Context: an optimization exercise on an open-source flow, tuned for small area, a short achievable clock period and few clock cycles per item. The choices shown serve that exercise and are no tape-out recipe.
The RTL was checked by simulation tests, not by an equivalence proof against the original design.

== T ==
// ebpc_decoder
module ebpc_decoder
  (
   input logic                     clk_i,
   input logic                     rst_ni,
   input logic [DATA_W-1:0]        bpc_i,
   input logic                     bpc_last_i,
   input logic                     bpc_vld_i,
   output logic                    bpc_rdy_o,
   input logic [DATA_W-1:0]        znz_i,
   input logic                     znz_last_i,
   input logic                     znz_vld_i,
   output logic                    znz_rdy_o,
   input logic [LOG_MAX_WORDS-1:0] num_words_i,
   input logic                     num_words_vld_i,
   output logic                    num_words_rdy_o,
   output logic [DATA_W-1:0]       data_o,
   output logic                    last_o,
   output logic                    vld_o,
   input logic                     rdy_i
   );
export LEC_CHECK = 0
export CAP_MARGIN = 20
export CORE_MARGIN = 2
export CORE_UTILIZATION = 40
export PLACE_DENSITY = 0.6
export SLEW_MARGIN = 20
create_clock -name core_clock -period 12.0 [get_ports {clk_i}]
standard.sh (not shown) runs the stock make flow with config.mk's settings and CLKGATE_MAP_FILE= SYNTH_SCRIPT=/design/flow/synth_recipe.tcl, a recipe that flattens the netlist after the stock synthesis.
==> flow/flow/run.sh <==
#!/bin/bash
# Standard ORFS layout with timing repair aiming for extra setup slack and
# plain buffers on the ports (the clock period and constraints are unchanged).
set -euo pipefail
bash standard.sh SETUP_SLACK_MARGIN=8.7 'BUFFER_PORTS_ARGS=-buffer_cell sky130_fd_sc_hd__buf_2' finish > standard_flow.log 2>&1
Testbench counts of T, summed over its fixed seeds: cycles 29,513, words 28,155.
Inputs modified between T and R:
==> flow/flow/run.sh <==
#!/bin/bash
# Standard ORFS layout with timing repair aiming for extra setup slack and
# plain buffers on the ports (the clock period and constraints are unchanged).
set -euo pipefail
bash standard.sh SETUP_SLACK_MARGIN=8.4 'BUFFER_PORTS_ARGS=-buffer_cell sky130_fd_sc_hd__buf_2' finish > standard_flow.log 2>&1
Notes after the runs:
The final layout from R, which completed every stage, passed the timing, DRC and antenna checks at the end of the flow.
R vs. T: number of instances resized during post-cts repair dropped 32, utilization dropped 1.4 points, length of routed met2 wiring dropped about 4%.
As far as largest fanout on the critical path goes, T and R are indistinguishable; the numbers are identical.
T and R ended up with roughly the same fmax.
Against T as the reference, R delivers a higher register share of the cell area.
T -> R: post-synthesis cell type count delta 0, exact match
Number of nets in the layout ends up lower on R.

* * *

Another version of the RTL of ebpc_decoder (not shown whole).
For scale: roughly 270 flip-flops.
// ebpc_decoder
module ebpc_decoder
  (
   input logic                     clk_i,
   input logic                     rst_ni,
   input logic [DATA_W-1:0]        bpc_i,
   input logic                     bpc_last_i,
   input logic                     bpc_vld_i,
   output logic                    bpc_rdy_o,
   input logic [DATA_W-1:0]        znz_i,
   input logic                     znz_last_i,
   input logic                     znz_vld_i,
   output logic                    znz_rdy_o,
   input logic [LOG_MAX_WORDS-1:0] num_words_i,
   input logic                     num_words_vld_i,
   output logic                    num_words_rdy_o,
   output logic [DATA_W-1:0]       data_o,
   output logic                    last_o,
   output logic                    vld_o,
   input logic                     rdy_i
   );
Settings: LEC_CHECK=0, CAP_MARGIN=20, CORE_MARGIN=2, CORE_UTILIZATION=40, PLACE_DENSITY=0.6, SLEW_MARGIN=20; clock period 12.0 ns.
==> flow/flow/run.sh <==
#!/bin/bash
# Standard ORFS layout with timing repair aiming for extra setup slack and
# plain buffers on the ports (the clock period and constraints are unchanged).
set -euo pipefail
bash standard.sh SETUP_SLACK_MARGIN=8.7 'BUFFER_PORTS_ARGS=-buffer_cell sky130_fd_sc_hd__buf_2' finish > standard_flow.log 2>&1
The baseline finished clean.
Testbench counts at the start, summed over its fixed seeds: cycles 29,513, words 28,155.
Edit:
==> flow/flow/run.sh (replaced) <==
#!/bin/bash
# Standard ORFS layout with timing repair aiming for extra setup slack and
# plain buffers on the ports (the clock period and constraints are unchanged).
set -euo pipefail
bash standard.sh SETUP_SLACK_MARGIN=8.4 'BUFFER_PORTS_ARGS=-buffer_cell sky130_fd_sc_hd__buf_2' finish > standard_flow.log 2>&1
Result: The changed run went through all stages and came out clean; worst setup slack got worse by 0.052 ns; critical path depth is unchanged; core utilization shrinks by 2.5 points.
Edit:
--- a/flow/config.mk
+++ b/flow/config.mk
@@ -6,4 +6,5 @@
 export NUM_CORES = 4
 export LEC_CHECK = 0
+export ABC_AREA = 1
 export CAP_MARGIN = 20
 export CORE_MARGIN = 2
Outcome: Flip-flop and latch count stays the same; core utilization hardly moves; wire length came out higher by a few percent; global-route usage is higher by 0.65 points; first-iteration DRC count climbs by about a fifth; setup slack is better by 0.028 ns.
Edit:
--- a/flow/config.mk
+++ b/flow/config.mk
@@ -6,8 +6,7 @@
 export NUM_CORES = 4
 export LEC_CHECK = 0
-export ABC_AREA = 1
 export CAP_MARGIN = 20
 export CORE_MARGIN = 2
-export CORE_UTILIZATION = 40
-export PLACE_DENSITY = 0.6
+export CORE_UTILIZATION = 60
+export PLACE_DENSITY = 0.75
 export SLEW_MARGIN = 20
Effect: The changed run ran to the end with no violations. Non-clock buffer count grows by 20. Design area is lower by 1.4%. Core utilization is higher by 23 points. Via count decreases by 8.9%. Hold slack hardly moves. Die area drops by 34%. Wire length went down by 7.9%.

-- port drivers added, routing unchanged --
Ports are ideal in the flow. The routed layouts listed here were re-timed in OpenROAD.
Step 1, drivers: a clkbuf_16 drives clk_i and a buf_2 each remaining input, both assumed.
Step 2 adds t to the input delays and takes it off the output delays; t is the mean of the earliest and latest rising clock arrival at the registers after step 1. Input paths then give back, and output paths get back, about the clock's delay inside the block.
Three values: no drivers, after step 1, after step 2; two values: the first two.
| run | t, ns | slack for setup (ns) | latest minus earliest clock arrival (ns) | worst register clock-pin slew, ns | worst data-port slew with drivers (ns) |
|---|---|---|---|---|---|
| T | 0.586 | 8.409 / 8.360 / 8.067 | 0.007 / 0.008 | 0.06 / 0.06 | 0.04 |
| R | 0.574 | 8.412 / 8.367 / 8.029 | 0.016 / 0.016 | 0.06 / 0.06 | 0.04 |
| the first run of note 2 | 0.590 | 8.510 / 8.460 / 8.225 | 0.020 / 0.020 | 0.06 / 0.06 | 0.04 |
| the second run of note 2 | 0.582 | 8.458 / 8.408 / 8.014 | 0.024 / 0.024 | 0.06 / 0.06 | 0.04 |
| the third run of note 2 | 0.591 | 8.486 / 8.433 / 8.089 | 0.029 / 0.029 | 0.06 / 0.06 | 0.04 |
| the fourth run of note 2 | 0.581 | 8.449 / 8.400 / 8.016 | 0.016 / 0.015 | 0.06 / 0.06 | 0.04 |
After both steps setup and hold are still met in every run listed. For the second run of note 2, which loses most, drivers alone change the setup slack by -0.050 ns; drivers and shift together by -0.444 ns.
